Background: an optimization exercise with open tools, aiming at small area, a short achievable clock period and few clock cycles. Do not read the settings as production practice. Where RTL was checked, it was by simulation tests only, not by an equivalence proof against the original. Function not checked in run 2: the RTL went through the layout flow alone. Power figures rest on the tool's default switching activity, not on a simulated workload.

**flow/run.sh**
```bash
#!/bin/bash
# synth_recipe.tcl (not shown) runs the flow's synth.tcl, then flattens the netlist and writes it again
# the make line also repeats each setting of config.mk as NAME=value (left out here)
make -C /OpenROAD-flow-scripts/flow DESIGN_CONFIG=/design/flow/config.mk WORK_HOME=/design/flow/orfs CLKGATE_MAP_FILE= SYNTH_SCRIPT=/design/flow/synth_recipe.tcl finish
```
**flow/config.mk**
```make
export PLATFORM = sky130hd
export DESIGN_NAME = alu
export DESIGN_NICKNAME = alu
export VERILOG_FILES = /design/flow/design.v
export SDC_FILE = /design/flow/constraint.sdc
export NUM_CORES = 4
export LEC_CHECK = 0
export CAP_MARGIN = 20
export CORE_MARGIN = 2
export CORE_UTILIZATION = 40
export SLEW_MARGIN = 20
```
**flow/constraint.sdc**
```tcl
create_clock -name core_clock -period 10.0 [get_ports {clk}]
set_input_delay 2.0000 -clock core_clock [delete_from_list [all_inputs] [get_ports {clk}]]
set_output_delay 2.0000 -clock core_clock [all_outputs]
set_load 0.01 [all_outputs]
```
**flow/design.v**
```verilog
module adder_16(input[15:0] a, b, input cin, output cout, output[15:0] result);
	wire [2:0] cins;
	wire [3:0] g;
	wire [3:0] p;
	wire go;
	wire po;
	wire poc0;
	cla_gen_4 level2(cin, g, p, go, po, cins);
	cl_adder_4 a1(a[3:0], b[3:0], cin, g[0], p[0], result[3:0]);
	cl_adder_4 a2(a[7:4], b[7:4], cins[0], g[1], p[1], result[7:4]);
	cl_adder_4 a3(a[11:8], b[11:8], cins[1], g[2], p[2], result[11:8]);
	cl_adder_4 a4(a[15:12], b[15:12], cins[2], g[3], p[3], result[15:12]);
	and and1(poc0, po, cin);
	or or1(cout, poc0, go);
endmodule
module adder_32(input[31:0] a, b, input cin, output cout, output[31:0] result);
	wire cout1;
	adder_16 adder1(
		.a(a[15:0]),
		.b(b[15:0]),
		.cin(cin),
		.cout(cout1),
		.result(result[15:0])
	);
	adder_16 adder2(
		.a(a[31:16]),
		.b(b[31:16]),
		.cin(cout1),
		.cout(cout),
		.result(result[31:16])
	);
endmodule
module cl_adder_4(input[3:0] a, b, input cin, output g_o, p_o, output[3:0] s);
	wire [3:0] g, p;
	wire [2:0] couts;
	cla_gen_4 gen(
		.cin(cin), 
		.g({g[3], g[2], g[1], g[0]}),
		.p({p[3], p[2], p[1], p[0]}), 
		.g_o(g_o), 
		.p_o(p_o), 
		.cout({couts[2], couts[1], couts[0]})
	);
	fulladder_gm fa1(.a(a[0]), .b(b[0]), .cin(cin), .g(g[0]), .p(p[0]), .sum(s[0]));
	fulladder_gm fa2(.a(a[1]), .b(b[1]), .cin(couts[0]), .g(g[1]), .p(p[1]), .sum(s[1]));
	fulladder_gm fa3(.a(a[2]), .b(b[2]), .cin(couts[1]), .g(g[2]), .p(p[2]), .sum(s[2]));
	fulladder_gm fa4(.a(a[3]), .b(b[3]), .cin(couts[2]), .g(g[3]), .p(p[3]), .sum(s[3]));
endmodule
module cla_gen_4(
	input cin, 
	input [3:0] g,
	input[3:0] p, 
	output g_o, 
	output p_o, 
	output [2:0] cout
);
	wire c0p0;
	wire c0p0p1, g0p1;
	wire c0p0p1p2, g0p1p2, g1p2;
	and and1_1(c0p0, cin, p[0]);
	and and2_1(c0p0p1, c0p0, p[1]);
	and and2_2(g0p1, g[0], p[1]);
	and and3_1(c0p0p1p2, c0p0p1, p[2]);
	and and3_2(g0p1p2, g0p1, p[2]);
	and and3_3(g1p2, g[1], p[2]);
	wire g0p1p2p3, g1p2p3, g2p3;  
	and andg1(g0p1p2p3, g0p1p2, p[3]);
	and andg2(g1p2p3, g1p2, p[3]);
	and andg3(g2p3, g[2], p[3]);
	and_4 and4_1(p_o, p[0], p[1], p[2], p[3]);  
	or_4 or4_1(g_o, g0p1p2p3, g1p2p3, g2p3, g[3]);  
	or or_r1(cout[0], c0p0, g[0]);
	or_3 or_r2(cout[1], c0p0p1, g0p1, g[1]);
	or_4 or_r3(cout[2], c0p0p1p2, g0p1p2, g1p2, g[2]);
endmodule
module fulladder_gm(input a, b, cin, output g, p, sum);
	wire wp, wg;
	xor xor1(p, a, b);
	xor xor2(wp, a, b);
	and and1(g, a, b);
	xor xor3(sum, cin, wp);
endmodule
module and_3(output y, input a, b, c);
	wire w;
	and and1(w, a, b);
	and and2(y, w, c);
endmodule
module and_32_bit(output [31:0] result, input [31:0] a, input [31:0] b);
	and and0 (result[0], a[0], b[0]);
	and and1 (result[1], a[1], b[1]);
	and and2 (result[2], a[2], b[2]);
	and and3 (result[3], a[3], b[3]);
	and and4 (result[4], a[4], b[4]);
	and and5 (result[5], a[5], b[5]);
	and and6 (result[6], a[6], b[6]);
	and and7 (result[7], a[7], b[7]);
	and and8 (result[8], a[8], b[8]);
	and and9 (result[9], a[9], b[9]);
	and and10 (result[10], a[10], b[10]);
	and and11 (result[11], a[11], b[11]);
	and and12 (result[12], a[12], b[12]);
	and and13 (result[13], a[13], b[13]);
	and and14 (result[14], a[14], b[14]);
	and and15 (result[15], a[15], b[15]);
	and and16 (result[16], a[16], b[16]);
	and and17 (result[17], a[17], b[17]);
	and and18 (result[18], a[18], b[18]);
	and and19 (result[19], a[19], b[19]);
	and and20 (result[20], a[20], b[20]);
	and and21 (result[21], a[21], b[21]);
	and and22 (result[22], a[22], b[22]);
	and and23 (result[23], a[23], b[23]);
	and and24 (result[24], a[24], b[24]);
	and and25 (result[25], a[25], b[25]);
	and and26 (result[26], a[26], b[26]);
	and and27 (result[27], a[27], b[27]);
	and and28 (result[28], a[28], b[28]);
	and and29 (result[29], a[29], b[29]);
	and and30 (result[30], a[30], b[30]);
	and and31 (result[31], a[31], b[31]);
endmodule
module and_4(output y, input a, b, c, d);
	wire w1, w2;
	and and1(w1, a, b);
	and and2(w2, c, d);
	and and3(y, w1, w2);
endmodule
module and_4bit(output [3:0] out, input [3:0] a, b);
	and and1(out[0],a[0],b[0]);
	and and2(out[1],a[1],b[1]);
	and and3(out[2],a[2],b[2]);
	and and4(out[3],a[3],b[3]);
endmodule
module lessthan_32(output [31:0]result, input [31:0] a, b);
	wire [31:0] subresult;
	wire cout;
	wire result_1bit;
	subtractor_32 sub1(a, b, cout, subresult);
	wire different;  
	xor(different, a[31], b[31]);  
	mux_2x1 mux1(result_1bit, subresult[31], a[31], different);
	mux2x1_32bit mux2(result, {32'h00000000}, {32'h00000001}, result_1bit);  
endmodule
module mod(input wire clk, input wire reset, output reg [31:0] result, output reg done, input [31:0] a, b);
	parameter STATE0 = 0;
	parameter STATE1 = 1;
	parameter STATE2 = 2;
	reg [1:0] state;
	wire [1:0] next_state_wire;
	reg [31:0] temp;
	wire [31:0] temp_minus_b;
	wire temp_min_b_lt_b;
	mod_cu cu1(state, next_state_wire, reset, temp_min_b_lt_b);
	mod_dp dp1(temp_min_b_lt_b, temp_minus_b, temp, b);
	always @(posedge clk) begin 
		if (reset)
			state <= STATE0;
		else
			state <= next_state_wire;
	end
	always @(posedge clk) begin
		if (reset)
			done <= 1'b0;
		else
			done <= (state == STATE2);
	end
	always @(posedge clk) begin
		if (state == STATE0) 
			temp <= a;	
		else if (state == STATE1)
			temp <= temp_minus_b;
		else if(state == STATE2)
			result <= temp;
	end
endmodule 
module mod_cu (
  input wire [1:0] state,
  output wire [1:0] next_state,
  input wire reset,
  input wire temp_min_b_lt_b
);
  assign next_state[0] = !reset & ((~state[0] & ~state[1]) | (~temp_min_b_lt_b & state[0] & ~state[1]));
  assign next_state[1] = !reset & ((temp_min_b_lt_b & state[0] & ~state[1]) | (state[1] & ~state[0]));
endmodule
module mod_dp (output temp_min_b_lt_b, output[31:0] temp_minus_b, input [31:0] temp, b);
	wire [31:0] temp_min_b_lt_b_32;
	wire cout;
	subtractor_32 sub1(temp, b, cout, temp_minus_b);
	lessthan_32 lt1(temp_min_b_lt_b_32, temp_minus_b, b);
	or or1(temp_min_b_lt_b, {1'b0}, temp_min_b_lt_b_32[0]);
endmodule
module mux2x1_32bit(output [31:0] result, input [31:0] in0, input [31:0] in1, input sel);
	mux2x1_4bit mux1(result[3:0], in0[3:0], in1[3:0], sel);
	mux2x1_4bit mux2(result[7:4], in0[7:4], in1[7:4], sel);
	mux2x1_4bit mux3(result[11:8], in0[11:8], in1[11:8], sel);
	mux2x1_4bit mux4(result[15:12], in0[15:12], in1[15:12], sel);
	mux2x1_4bit mux5(result[19:16], in0[19:16], in1[19:16], sel);
	mux2x1_4bit mux6(result[23:20], in0[23:20], in1[23:20], sel);
	mux2x1_4bit mux7(result[27:24], in0[27:24], in1[27:24], sel);
	mux2x1_4bit mux8(result[31:28], in0[31:28], in1[31:28], sel);
endmodule
module mux2x1_4bit (output [3:0] result, input [3:0] result1, input [3:0] result2, input sel);
	wire [3:0] result_1;
	wire [3:0] result_2;
	wire [3:0] select;
	wire [3:0] select_not;
	or or1 (select[0], sel, sel);
	or or2 (select[1], sel, sel);
	or or3 (select[2], sel, sel);
	or or4 (select[3], sel, sel);
	not not1 (sel_not, sel);
	or or9 (select_not[0], sel_not, sel_not);
	or or10 (select_not[1], sel_not, sel_not);
	or or11 (select_not[2], sel_not, sel_not);
	or or12 (select_not[3], sel_not, sel_not);
	and_4bit and1 (result_1, result1, select_not);
	and_4bit and2 (result_2, result2, select);
	or or5 (result[0], result_1[0], result_2[0]);
	or or6 (result[1], result_1[1], result_2[1]);
	or or7 (result[2], result_1[2], result_2[2]);
	or or8 (result[3], result_1[3], result_2[3]);
endmodule
module mux8x1_32bit(
	output [31:0] result, 
	input [31:0] in0, 
	input [31:0] in1, 
	input [31:0] in2, 
	input [31:0] in3, 
	input [31:0] in4, 
	input [31:0] in5, 
	input [31:0] in6, 
	input [31:0] in7, 
	input [2:0] sel
);
	wire [31:0] w1,w2,w3,w4,w5,w6;
	mux2x1_32bit mux0(w1, in0,in1,sel[0]);
	mux2x1_32bit mux1(w2, in2,in3,sel[0]);
	mux2x1_32bit mux2(w3, in4,in5,sel[0]);
	mux2x1_32bit mux3(w4, in6,in7,sel[0]);
	mux2x1_32bit mux4(w5, w1,w2,sel[1]);
	mux2x1_32bit mux5(w6, w3,w4,sel[1]);
	mux2x1_32bit mux6(result, w5, w6,sel[2]);
endmodule
module mux_2x1(output result, input a, b, sel);
	wire notsel, notsela, selb;
	not not1(notsel, sel);
	and and1(notsela, a, notsel);
	and and2(selb, b, sel);
	or or1(result, notsela, selb);
endmodule
module nor_32_bit(output [31:0] result, input [31:0] a, input [31:0] b);
	nor nor0 (result[0], a[0], b[0]);
	nor nor1 (result[1], a[1], b[1]);
	nor nor2 (result[2], a[2], b[2]);
	nor nor3 (result[3], a[3], b[3]);
	nor nor4 (result[4], a[4], b[4]);
	nor nor5 (result[5], a[5], b[5]);
	nor nor6 (result[6], a[6], b[6]);
	nor nor7 (result[7], a[7], b[7]);
	nor nor8 (result[8], a[8], b[8]);
	nor nor9 (result[9], a[9], b[9]);
	nor nor10 (result[10], a[10], b[10]);
	nor nor11 (result[11], a[11], b[11]);
	nor nor12 (result[12], a[12], b[12]);
	nor nor13 (result[13], a[13], b[13]);
	nor nor14 (result[14], a[14], b[14]);
	nor nor15 (result[15], a[15], b[15]);
	nor nor16 (result[16], a[16], b[16]);
	nor nor17 (result[17], a[17], b[17]);
	nor nor18 (result[18], a[18], b[18]);
	nor nor19 (result[19], a[19], b[19]);
	nor nor20 (result[20], a[20], b[20]);
	nor nor21 (result[21], a[21], b[21]);
	nor nor22 (result[22], a[22], b[22]);
	nor nor23 (result[23], a[23], b[23]);
	nor nor24 (result[24], a[24], b[24]);
	nor nor25 (result[25], a[25], b[25]);
	nor nor26 (result[26], a[26], b[26]);
	nor nor27 (result[27], a[27], b[27]);
	nor nor28 (result[28], a[28], b[28]);
	nor nor29 (result[29], a[29], b[29]);
	nor nor30 (result[30], a[30], b[30]);
	nor nor31 (result[31], a[31], b[31]);
endmodule
module not_32_bit(output[31:0] result, input[31:0] a);
	not not0 (result[0], a[0]);
	not not1 (result[1], a[1]);
	not not2 (result[2], a[2]);
	not not3 (result[3], a[3]);
	not not4 (result[4], a[4]);
	not not5 (result[5], a[5]);
	not not6 (result[6], a[6]);
	not not7 (result[7], a[7]);
	not not8 (result[8], a[8]);
	not not9 (result[9], a[9]);
	not not10 (result[10], a[10]);
	not not11 (result[11], a[11]);
	not not12 (result[12], a[12]);
	not not13 (result[13], a[13]);
	not not14 (result[14], a[14]);
	not not15 (result[15], a[15]);
	not not16 (result[16], a[16]);
	not not17 (result[17], a[17]);
	not not18 (result[18], a[18]);
	not not19 (result[19], a[19]);
	not not20 (result[20], a[20]);
	not not21 (result[21], a[21]);
	not not22 (result[22], a[22]);
	not not23 (result[23], a[23]);
	not not24 (result[24], a[24]);
	not not25 (result[25], a[25]);
	not not26 (result[26], a[26]);
	not not27 (result[27], a[27]);
	not not28 (result[28], a[28]);
	not not29 (result[29], a[29]);
	not not30 (result[30], a[30]);
	not not31 (result[31], a[31]);
endmodule
module or_3(output y, input a, b, c);
	wire w;
	or or1(w, a, b);
	or or2(y, w, c);
endmodule
module or_32_bit(output [31:0] result, input [31:0] a, input [31:0] b);
	or or0 (result[0], a[0], b[0]);
	or or1 (result[1], a[1], b[1]);
	or or2 (result[2], a[2], b[2]);
	or or3 (result[3], a[3], b[3]);
	or or4 (result[4], a[4], b[4]);
	or or5 (result[5], a[5], b[5]);
	or or6 (result[6], a[6], b[6]);
	or or7 (result[7], a[7], b[7]);
	or or8 (result[8], a[8], b[8]);
	or or9 (result[9], a[9], b[9]);
	or or10 (result[10], a[10], b[10]);
	or or11 (result[11], a[11], b[11]);
	or or12 (result[12], a[12], b[12]);
	or or13 (result[13], a[13], b[13]);
	or or14 (result[14], a[14], b[14]);
	or or15 (result[15], a[15], b[15]);
	or or16 (result[16], a[16], b[16]);
	or or17 (result[17], a[17], b[17]);
	or or18 (result[18], a[18], b[18]);
	or or19 (result[19], a[19], b[19]);
	or or20 (result[20], a[20], b[20]);
	or or21 (result[21], a[21], b[21]);
	or or22 (result[22], a[22], b[22]);
	or or23 (result[23], a[23], b[23]);
	or or24 (result[24], a[24], b[24]);
	or or25 (result[25], a[25], b[25]);
	or or26 (result[26], a[26], b[26]);
	or or27 (result[27], a[27], b[27]);
	or or28 (result[28], a[28], b[28]);
	or or29 (result[29], a[29], b[29]);
	or or30 (result[30], a[30], b[30]);
	or or31 (result[31], a[31], b[31]);
endmodule
module or_4(output y, input a, b, c, d);
	wire w1, w2;
	or or1(w1, a, b);
	or or2(w2, c, d);
	or or3(y, w1, w2);
endmodule
module subtractor_32(input[31:0] a, b, output cout, output[31:0] result);
	wire [31:0] b_not;
	not_32_bit not1(b_not, b);
	adder_32 adder(
		.a(a), 
		.b(b_not), 
		.cin({1'b1}),
		.cout(cout),
		.result(result)
	);
endmodule
module xor_32_bit(output [31:0] result, input [31:0] a, input [31:0] b);
	xor xor0 (result[0], a[0], b[0]);
	xor xor1 (result[1], a[1], b[1]);
	xor xor2 (result[2], a[2], b[2]);
	xor xor3 (result[3], a[3], b[3]);
	xor xor4 (result[4], a[4], b[4]);
	xor xor5 (result[5], a[5], b[5]);
	xor xor6 (result[6], a[6], b[6]);
	xor xor7 (result[7], a[7], b[7]);
	xor xor8 (result[8], a[8], b[8]);
	xor xor9 (result[9], a[9], b[9]);
	xor xor10 (result[10], a[10], b[10]);
	xor xor11 (result[11], a[11], b[11]);
	xor xor12 (result[12], a[12], b[12]);
	xor xor13 (result[13], a[13], b[13]);
	xor xor14 (result[14], a[14], b[14]);
	xor xor15 (result[15], a[15], b[15]);
	xor xor16 (result[16], a[16], b[16]);
	xor xor17 (result[17], a[17], b[17]);
	xor xor18 (result[18], a[18], b[18]);
	xor xor19 (result[19], a[19], b[19]);
	xor xor20 (result[20], a[20], b[20]);
	xor xor21 (result[21], a[21], b[21]);
	xor xor22 (result[22], a[22], b[22]);
	xor xor23 (result[23], a[23], b[23]);
	xor xor24 (result[24], a[24], b[24]);
	xor xor25 (result[25], a[25], b[25]);
	xor xor26 (result[26], a[26], b[26]);
	xor xor27 (result[27], a[27], b[27]);
	xor xor28 (result[28], a[28], b[28]);
	xor xor29 (result[29], a[29], b[29]);
	xor xor30 (result[30], a[30], b[30]);
	xor xor31 (result[31], a[31], b[31]);
endmodule
module alu(
	input wire clk,
	input wire reset,
	output [31:0] result, 
	output done,
	input [2:0] sel,
	input [31:0] a,
	input [31:0] b
);
	wire [31:0] result_and, result_or, result_xor, result_nor, result_lt, result_add, result_sub, result_mod;
	wire cout_add, cout_sub;
	and_32_bit	and1(result_and, a, b);
	or_32_bit or1(result_or, a, b);
	xor_32_bit xor1(result_xor, a, b);
	nor_32_bit nor1(result_nor, a, b);
	lessthan_32 lt1(result_lt, a, b);
	adder_32 add1(a, b, {1'b0}, cout_add, result_add);	
	subtractor_32 sub1(a, b, cout_sub, result_sub);
	mod mod1(clk, reset, result_mod, done, a, b);
	mux8x1_32bit mux1(
		.result(result), 
		.in0(result_and), 
		.in1(result_or), 
		.in2(result_xor), 
		.in3(result_nor), 
		.in4(result_lt), 
		.in5(result_add), 
		.in6(result_sub), 
		.in7(result_mod), 
		.sel(sel)
	);
endmodule
```
==> reports/qor.yml, run 1 <==
outcome:
  outcome: "complete, no violations"
pwr:
  power_frac_comb_pct: 61.2
  power_frac_clock_pct: 13.7
  power_frac_seq_pct: 25.2
  power.density_nw_per_um2: 205
  p_sw_uw: 1010
  power.internal_uw: 1240
  power_leakage_uw: 0.00489
  ir_worst_vdd_v: 0.000101
  p_sw_share_pct: 44.9
  power_uw: 2250
die:
  die_y_um: 158
  die_w_um: 158
  design.core.area_um2: 23300
  num_rows: 56
  dieArea_um2: 24800
  start_util_pct: 40.4
  io_pins: 102
route:
  drc: 0
  vias: 8075
  vias_per_cell: 5.38
  drtAntennaViolNets: 0
  wirelength_um: 26200
  wl_per_cell_um: 17.5
  dr.first_iter.drc_count: 366
  firstDrtPassIters: 5
sta:
  setup_tns_ps: 0
  slew_violations: 0
  hold_viol: 0
  post-route-worst-setup-slack_ps: 1130
  post-route-period-util_pct: 88.7
  skew_ps: 8.51
  setup_viol: 0
  fmax_mhz: 113
  rsz0062_at_grt: "no"
  period_needed_ps: 8870
  worst_pin_slew_ps: 1040
  slew_headroom_pct: 30.5
logic_synthesis:
  synth_compound_area_share_pct: 24.0
  synth_edf_count: 64
  synth_cells: 1119
  muxShareOfSynthArea_pct: 0.597
  syn_avg_cell_area_um2: 8.43
  async_reset_ff_share_pct: 0
  synth.largest_area_cell: "ha_1"
  synth_warnings: 2
  synth-seq-area-share_pct: 21.0
  synth_adder_area_share_pct: 29.1
  synthSimpleGateAreaFrac_pct: 12.5
  synthTopCellsByArea: "ha_1 (24%), edfxtp_1 (20%), a21oi_1 (6.7%)"
  syn_nets: 1393
  ys_seq_elements: 67
  synth_xor_area_share_pct: 6.04
  synth_cell_type_count: 62
  yosys-top-cells-count: "ha_1 (181), a21oi_1 (126), nor2_1 (110), inv_1 (94), edfxtp_1 (64)"
  synth_top_area_share_pct: 24.0
  syn_area_um2: 9430
  synth_top_family_by_area: "adder cells"
  synth.most_common_cell: "ha_1"
  synth-main-ff-cell: "edfxtp_1"
setup_path:
  crit_path_top_delay_cell: "clkdlybuf4s50_1"
  arrival_ps: 6870
  end_kind: "primary output"
  path_class: "input pin to primary output"
  crit_buf_inv: 3
  crit_chain: "clkdlybuf4s50_1, inv_1, ha_1, nand2b_1, a221oi_2, o21bai_2, o2bb2ai_2, a2111o_1, a211oi_2, o41ai_1, ha_1, nor2_1, nor2_1, nor2_1, nor2_1, nor2_1, fa_1, o21ai_0, a21oi_1, nor2_1, clkdlybuf4s50_1"
  cp_top_family: "compound AO/OA/AOI/OAI gates"
  cp_max_fo: 5
  crit_required_ps: 8000
  crit_top_cell: "nor2_1"
  worst_setup_path_start_kind: "input pin"
  crit_path_max_incr_delay_ps: 580
clock_tree:
  cts_tree: "yes"
  clkLatencyLatePin_ps: 360
  cts-resized-gates: 0
  hold_buffers: 0
  clkSlewWorstSetupHoldPaths_ps: 60
  h-tree-depth: 3
  cts.sinks: 67
  root_buffer: "clkbuf_16"
  cts-buffers-inserted: 9
  post-cts-setup-buffer-count: 0
  clockBufferDepth: 2
global_route:
  antenna_found_initial: 0
  grt_pass1_vias: 7812
  grt_pass1_wl_um: 41400
  overflow: 0
  grt_usage_pct: 21.5
  grt_max_degree: 82
placed_design:
  io_buffers: 101
  dpl-instance-area_um2: 10700
  dp_slack_ps: 1170
  dp.final_hpwl_um: 19500
  gp_congestion: 0.824
layout:
  design_area_um2: 10900
  drive_gt1_share_pct: 4.73
  antenna_cells: 0
  nNetsFinal: 1452
  syn_to_final_growth_pct: 16.1
flow_run:
  cap_violations: 0
min_path:
  hold_class: "flip-flop to flip-flop"
[per-stage QoR]
step | utilization (%) | std cells | hold WS (ps)
detailed placement | 45.7 | 1486 | 445
floorplan | - | 1119 | 431
global route | 46.9 | 1502 | 471
global placement | 45.7 | 1485 | 438
finish | 46.9 | 1502 | 459
CTS | 46.9 | 1502 | 458
[layout make-up]
type                    instances  area, um^2
fillers                      2301       12400
well taps                     319         399
repair buffers                112        1090
inverters                     102         383
clock inverters                 7        53.8
multi-input cells             886        6820
clock buffers                   9         225
flip-flops and latches         67        1980
[registers in the layout, summed over array words and instances, names as in the netlist]
| register | flops |
|---|---|
| mod1.temp | 32 |
| mod1.state | 2 |
| mod1.result | 32 |
| mod1.done | 1 |
[path summary, 6_finish.rpt]
kind | from | end | slack (ps) | cells after the start
worst max-delay path | b[0] | result[31] | 1130 | 21
worst min-delay path | mod1.temp[13]$_DFFE_PP_ | mod1.result[13]$_DFFE_PP_ | 460 | 0
worst max register to register | mod1.temp[0]$_DFFE_PP_ | mod1.state[1]$_SDFF_PP0_ | 4990 | 22
worst min register to register | mod1.temp[13]$_DFFE_PP_ | mod1.result[13]$_DFFE_PP_ | 460 | 0
[metal layers]
layer	up-vias	global-route usage (%)	wire length (um)
li1	4049	-	-
met1	3815	28.9	12400
met2	182	36.3	12200
met3	29	2.89	1110
met4	0	5.54	438
met5	-	0	0
[cell families after synthesis]
logic type      count (synthesis)
compound gates                353
xor+xnor                       65
fa+ha+maj                     205
buf+inv                       166
flops                          67
mux                             5
simple gates                  258
[layout by cell type, fill, tap and decap left out, types with 4 or more instances in the layout]
master           instances
edfxtp_1                64
o21ai_0                 42
a21o_1                  24
nor4_1                   6
o31ai_1                  4
o221ai_1                11
a221o_1                 12
nand4_1                  9
inv_2                    7
o21ba_2                  4
a22oi_1                 13
o21a_1                  21
clkdlybuf4s50_1         98
nand2_1                 61
nor2b_1                 32
inv_1                   94
or2_1                    4
clkbuf_16                9
xor2_1                  46
mux2_2                   5
nor2_1                 110
xnor2_1                 19
a21oi_1                126
fa_1                    24
a211oi_1                38
ha_1                   181
buf_4                   11
nand2b_1                14
nor3_1                   9
o21ai_1                 29
[power by group through the flow]
| stage | Clock, uW | Combinational [uW] | Sequential, uW |
|---|---|---|---|
| floorplan | 0 | 985 | 549 |
| global placement | 0 | 1350 | 569 |
| detailed placement | 0 | 1370 | 571 |
| CTS | 310 | 1380 | 567 |
| global route | 320 | 1570 | 579 |
| finish | 307 | 1370 | 566 |
Testbench counts, summed over its fixed seeds: cycles 247,246.
==> run 2, diff against run 1 <==
==> flow/design.v (replaced) <==
module mod(input wire clk, input wire reset, input [31:0] a, input [31:0] b,
           output [31:0] result, output reg done);
	reg [31:0] r;
	reg [4:0] cnt;
	reg start, busy, big;
	function [4:0] msb(input [31:0] x);
		integer i;
		begin
			msb = 5'd0;
			for (i = 0; i < 32; i = i + 1)
				if (x[i]) msb = i[4:0];
		end
	endfunction
	wire [5:0] s = {1'b0, msb(a)} - {1'b0, msb(b)};
	wire pos = ~s[5] & (s[4:0] != 5'd0);
	wire [31:0] d = b << cnt;
	wire [32:0] t = {1'b0, r} - {1'b0, d};
	wire last = (cnt == 5'd0);
	always @(posedge clk) begin
		if (reset) begin
			start <= 1'b1;
			busy <= 1'b0;
			done <= 1'b0;
		end else if (start) begin
			start <= 1'b0;
			busy <= 1'b1;
		end else if (busy & last) begin
			busy <= 1'b0;
			done <= 1'b1;
		end
	end
	always @(posedge clk) begin
		if (start) begin
			r <= a;
			cnt <= pos ? s[4:0] : 5'd0;
			big <= pos;
		end else if (busy) begin
			if (~t[32] | (last & ~big))
				r <= t[31:0];
			cnt <= cnt - 5'd1;
		end
	end
	assign result = r;
endmodule
module alu(
	input wire clk,
	input wire reset,
	output reg [31:0] result,
	output done,
	input [2:0] sel,
	input [31:0] a,
	input [31:0] b
);
	wire sub = sel[2] & ~sel[0];
	wire [31:0] bx = b ^ {32{sub}};
	wire [31:0] s = a + bx + {31'd0, sub};
	wire lt = (a[31] ^ b[31]) ? a[31] : s[31];
	wire [31:0] result_mod;
	mod mod1(.clk(clk), .reset(reset), .a(a), .b(b),
	         .result(result_mod), .done(done));
	always @(*) begin
		case (sel)
			3'd0: result = a & b;
			3'd1: result = a | b;
			3'd2: result = a ^ b;
			3'd3: result = ~(a | b);
			3'd4: result = {31'd0, lt};
			3'd7: result = result_mod;
			default: result = s;
		endcase
	end
endmodule
--- a/flow/config.mk
+++ b/flow/config.mk
@@ -8,4 +8,6 @@
 export CAP_MARGIN = 20
 export CORE_MARGIN = 2
 export CORE_UTILIZATION = 40
+export SETUP_SLACK_MARGIN = 3.5
 export SLEW_MARGIN = 20
+export TNS_END_PERCENT = 100
==> run 2 against run 1 <==
Effect of this change:
- sequential share of layout area down 8.6 points
- via count up 37%
- count of clock-buffer cells in the layout down 4
- combinational power up 36%
- first-iteration DRC count rose to 3.4 times the previous value
- area after synthesis up 6.9%
==> reports/qor.yml, run 2 <==
setup_path:
  crit_end: "result[0]"
  cp_max_fo: 7  # +2
  worstSetupStartpoint: "sel[0]"
  cp.depth: 15  # -29%
  arrival_ps: 4860  # -2010 ps
  reg2reg_slack_ps: 4470  # -520 ps
  worst_setup_path_start_kind: "input pin"
  rr_worst_depth: 14  # -36%
  crit_required_ps: 8000  # about the same
  crit_buf_inv: 3  # unchanged
  rr_startpoint: "mod1.cnt[2]$_DFFE_PP_"
  crit_chain: "buf_16, nand2b_4, buf_12, xnor2_1, ha_1, or3_4, o21ai_2, a211o_1, nand3_2, a221o_1, a31o_4, a31oi_4, nor2_2, nor4_2, buf_2"
  path_class: "input pin to primary output"
  cp_top_family: "compound AO/OA/AOI/OAI gates"
  crit_path_top_delay_cell: "or3_4"
  end_kind: "primary output"
  worstReg2RegEnd: "mod1.r[4]$_DFFE_PP_"
  crit_path_max_incr_delay_ps: 410  # -170 ps
clock_tree:
  clkSlewWorstSetupHoldPaths_ps: 60  # about the same
  cts_tree: "yes"
  hold_buffers: 0  # unchanged
  root_buffer: "clkbuf_16"
  cts.sinks: 41  # -39%
  clockBufferDepth: 2  # unchanged
  cts-buffers-inserted: 5  # -4
  clkLatencyLatePin_ps: 290  # -70 ps
  h-tree-depth: 2  # -1
sta:
  rsz0062_at_grt: "yes"
  period_needed_ps: 6860  # -2010 ps
  hold_viol: 0  # unchanged
  skew_ps: 7.73  # -0.780 ps
  post-route-worst-setup-slack_ps: 3140  # +2010 ps
  setup_viol: 0  # unchanged
  post-route-period-util_pct: 68.6  # -20 points
  slew_violations: 0  # unchanged
  worst_pin_slew_ps: 938  # -105 ps
  slew_headroom_pct: 37.5  # +7.0 points
  setup_tns_ps: 0  # unchanged
  fmax_mhz: 146  # +29%
route:
  drtAntennaViolNets: 0  # unchanged
  drc: 0  # unchanged
  firstDrtPassIters: 6  # +1
  dr.first_iter.drc_count: 1259  # +240%
  vias: 11000  # +37%
  vias_per_cell: 6.18  # +15%
  wl_per_cell_um: 21.8  # +25%
  wirelength_um: 39000  # +49%
placed_design:
  io_buffers: 101  # unchanged
  dp.final_hpwl_um: 29100  # +49%
  dp_slack_ps: 1710  # +542 ps
  numPlacedInstances: 1724  # +16%
  gp_congestion: 0.953  # +16%
layout:
  largest_register: "mod1.r"
  final_cells: 1787  # +19%
  drive_gt1_share_pct: 17.0  # +12 points
  reg_top3: "mod1.r x32, mod1.cnt x5"
  mostFrequentLayoutCell: "nand2_1"
  layout_common_cells: "nand2_1 (131), ha_1 (120), o21ai_0 (111)"
  antenna_cells: 0  # unchanged
  largest_reg_flops: 32
  syn_to_final_growth_pct: 25.2
  nNetsFinal: 1661  # +14%
global_route:
  grt_pass1_wl_um: 58700  # +42%
  antenna_found_initial: 0  # unchanged
  grt_usage_pct: 28.4  # +6.9 points
  overflow: 0  # unchanged
  grt_pass1_vias: 10100  # +30%
  grt_max_degree: 73  # -11%
min_path:
  min-delay-start: "mod1.done$_SDFFE_PP0P_"
  hold_class: "flip-flop to flip-flop"
outcome:
  outcome: "complete, no violations"
die:
  io_pins: 102  # unchanged
  num_rows: 58  # +3.6%
  dieArea_um2: 26500  # +6.7%
  die_y_um: 163  # +3.3%
  start_util_pct: 40.4  # -0.051 points
  die_w_um: 163  # +3.3%
  design.core.area_um2: 25000  # +7.0%
logic_synthesis:
  synth.largest_area_cell: "ha_1"
  synth_top_area_share_pct: 16.5  # -7.5 points
  ys_seq_elements: 41  # -39%
  synth_cell_type_count: 73  # +18%
  yosys-top-cells-count: "o21ai_0 (137), ha_1 (133), nand2_1 (133), a21oi_1 (117), nor2_1 (95)"
  synth_edf_count: 38  # -41%
  syn_area_um2: 10100  # +6.9%
  syn_nets: 1568  # +13%
  synth-seq-area-share_pct: 11.9  # -9.1 points
  synth-main-ff-cell: "edfxtp_1"
  synth_cells: 1363  # +22%
  async_reset_ff_share_pct: 0  # unchanged
  syn_avg_cell_area_um2: 7.39  # -12%
  synth_warnings: 2  # unchanged
  synth.most_common_cell: "o21ai_0"
  synthTopCellsByArea: "ha_1 (17%), edfxtp_1 (11%), o21ai_0 (6.8%)"
flow_run:
  cap_violations: 0  # unchanged
pwr:
  power.density_nw_per_um2: 197  # -3.9%
  power_leakage_uw: 0.00538  # +10%
  power_uw: 2490  # +11%
  ir_worst_vdd_v: 0.000108  # +6.6%
==> run 2: cell count changes in the layout (fill, tap and decap cells not counted), sizes merged, moves of 26 or more <==
cell	change
ha	-48
buf	+72
nand2	+72
xnor2	+41
o21ai	+69
dlygate4sd2	+33
clkdlybuf4s50	-74
mux2i	+52
edfxtp	-26
==> run 2: worst min path at each step <==
| stage | endpoint | cells past startpoint | slack (ps) |
|---|---|---|---|
| after floorplan | mod1.big$_DFFE_PP_ | 0 | 430 |
| after global placement | mod1.done$_SDFFE_PP0P_ | 2 | 460 |
| after detailed placement | mod1.done$_SDFFE_PP0P_ | 2 | 470 |
| after CTS | mod1.done$_SDFFE_PP0P_ | 2 | 490 |
| after global routing | mod1.done$_SDFFE_PP0P_ | 2 | 500 |
| final | mod1.done$_SDFFE_PP0P_ | 2 | 490 |
==> run 2: per-stage QoR <==
stage	area, um^2	utilization [%]	hold WS (ps)
3_5_place_dp	11300	45.4	466
3_3_place_gp	11300	45.4	464
4_1_cts	12300	49.1	489
5_1_grt	12600	50.5	500
2_1_floorplan	10200	-	432
6_report	12600	50.5	489
==> run 2: cell families after synthesis <==
group           share of synthesized area (%)
compound gates                           28.7
simple gates                             18.5
buf+inv                                  6.74
fa+ha+maj                                17.1
xor+xnor                                 7.56
mux                                      9.52
flops                                    11.9
==> run 2: worst min-delay path: cells and delay by family (launching register included) <==
kind / cells / cell delay [ps]
simple gates: 2 / 120
flops: 1 / 340
==> run 2: final cells by class <==
class                      count  area (um^2)
timing repair buffer         167         1530
tap                          330          413
sequential                    41         1200
inverter                      95          357
clock inverter                 3         68.8
multi-input combinational   1146         8920
clock buffer                   5          125
fill                        2415        12300
==> run 2: per-layer routing <==
metal	up-vias	routed length, um	track usage, %
li1	5202	-	-
met1	5282	17300	41.7
met2	505	17400	45.0
met3	60	3320	1.76
met4	0	1020	7.88
met5	-	0	0
==> run 2: where the power goes <==
| group | total [uW] | switching [uW] | internal [uW] | leakage, uW |
|---|---|---|---|---|
| clock | 221 | 76.6 | 144 | 0.0000944 |
| combinational | 1860 | 1060 | 799 | 0.00487 |
| sequential | 410 | 107 | 304 | 0.000407 |
==> run 2: what timing repair did <==
item                       CTS  global route
resized for setup          243            71
buffers inserted            37            16
pin swaps                   58            49
gates cloned                 2             0
setup endpoints to repair   64            63

==> port drivers added, routing unchanged <==
The results above use ideal ports. As a check the final layouts listed here were re-extracted and re-timed, cells and wires unchanged.
Step 1 assumes that a clkbuf_16 drives the clock port and a buf_2 every other input.
Step 2 times the ports against the registers' clock, not the clock port: input delays grow and output delays shrink by t, the midpoint of the rising clock arrivals with the driver on.
Slacks: ideal ports / drivers / drivers and shift; pairs: ideal ports / drivers.
run | t (ns) | slack for setup (ns) | worst setup path at the end | latest minus earliest clock arrival (ns) | pins driven straight from the clock port
run 1 | 0.397 | 1.126 / 1.104 / 1.104 | input to output | 0.009 / 0.009 | 1
run 2 | 0.329 | 3.138 / 3.029 / 3.029 | input to output | 0.008 / 0.008 | 1
After both steps setup and hold are still met in every run listed. The setup slack of run 2, which loses most, moves by -0.109 ns with the drivers and by -0.109 ns with both steps.
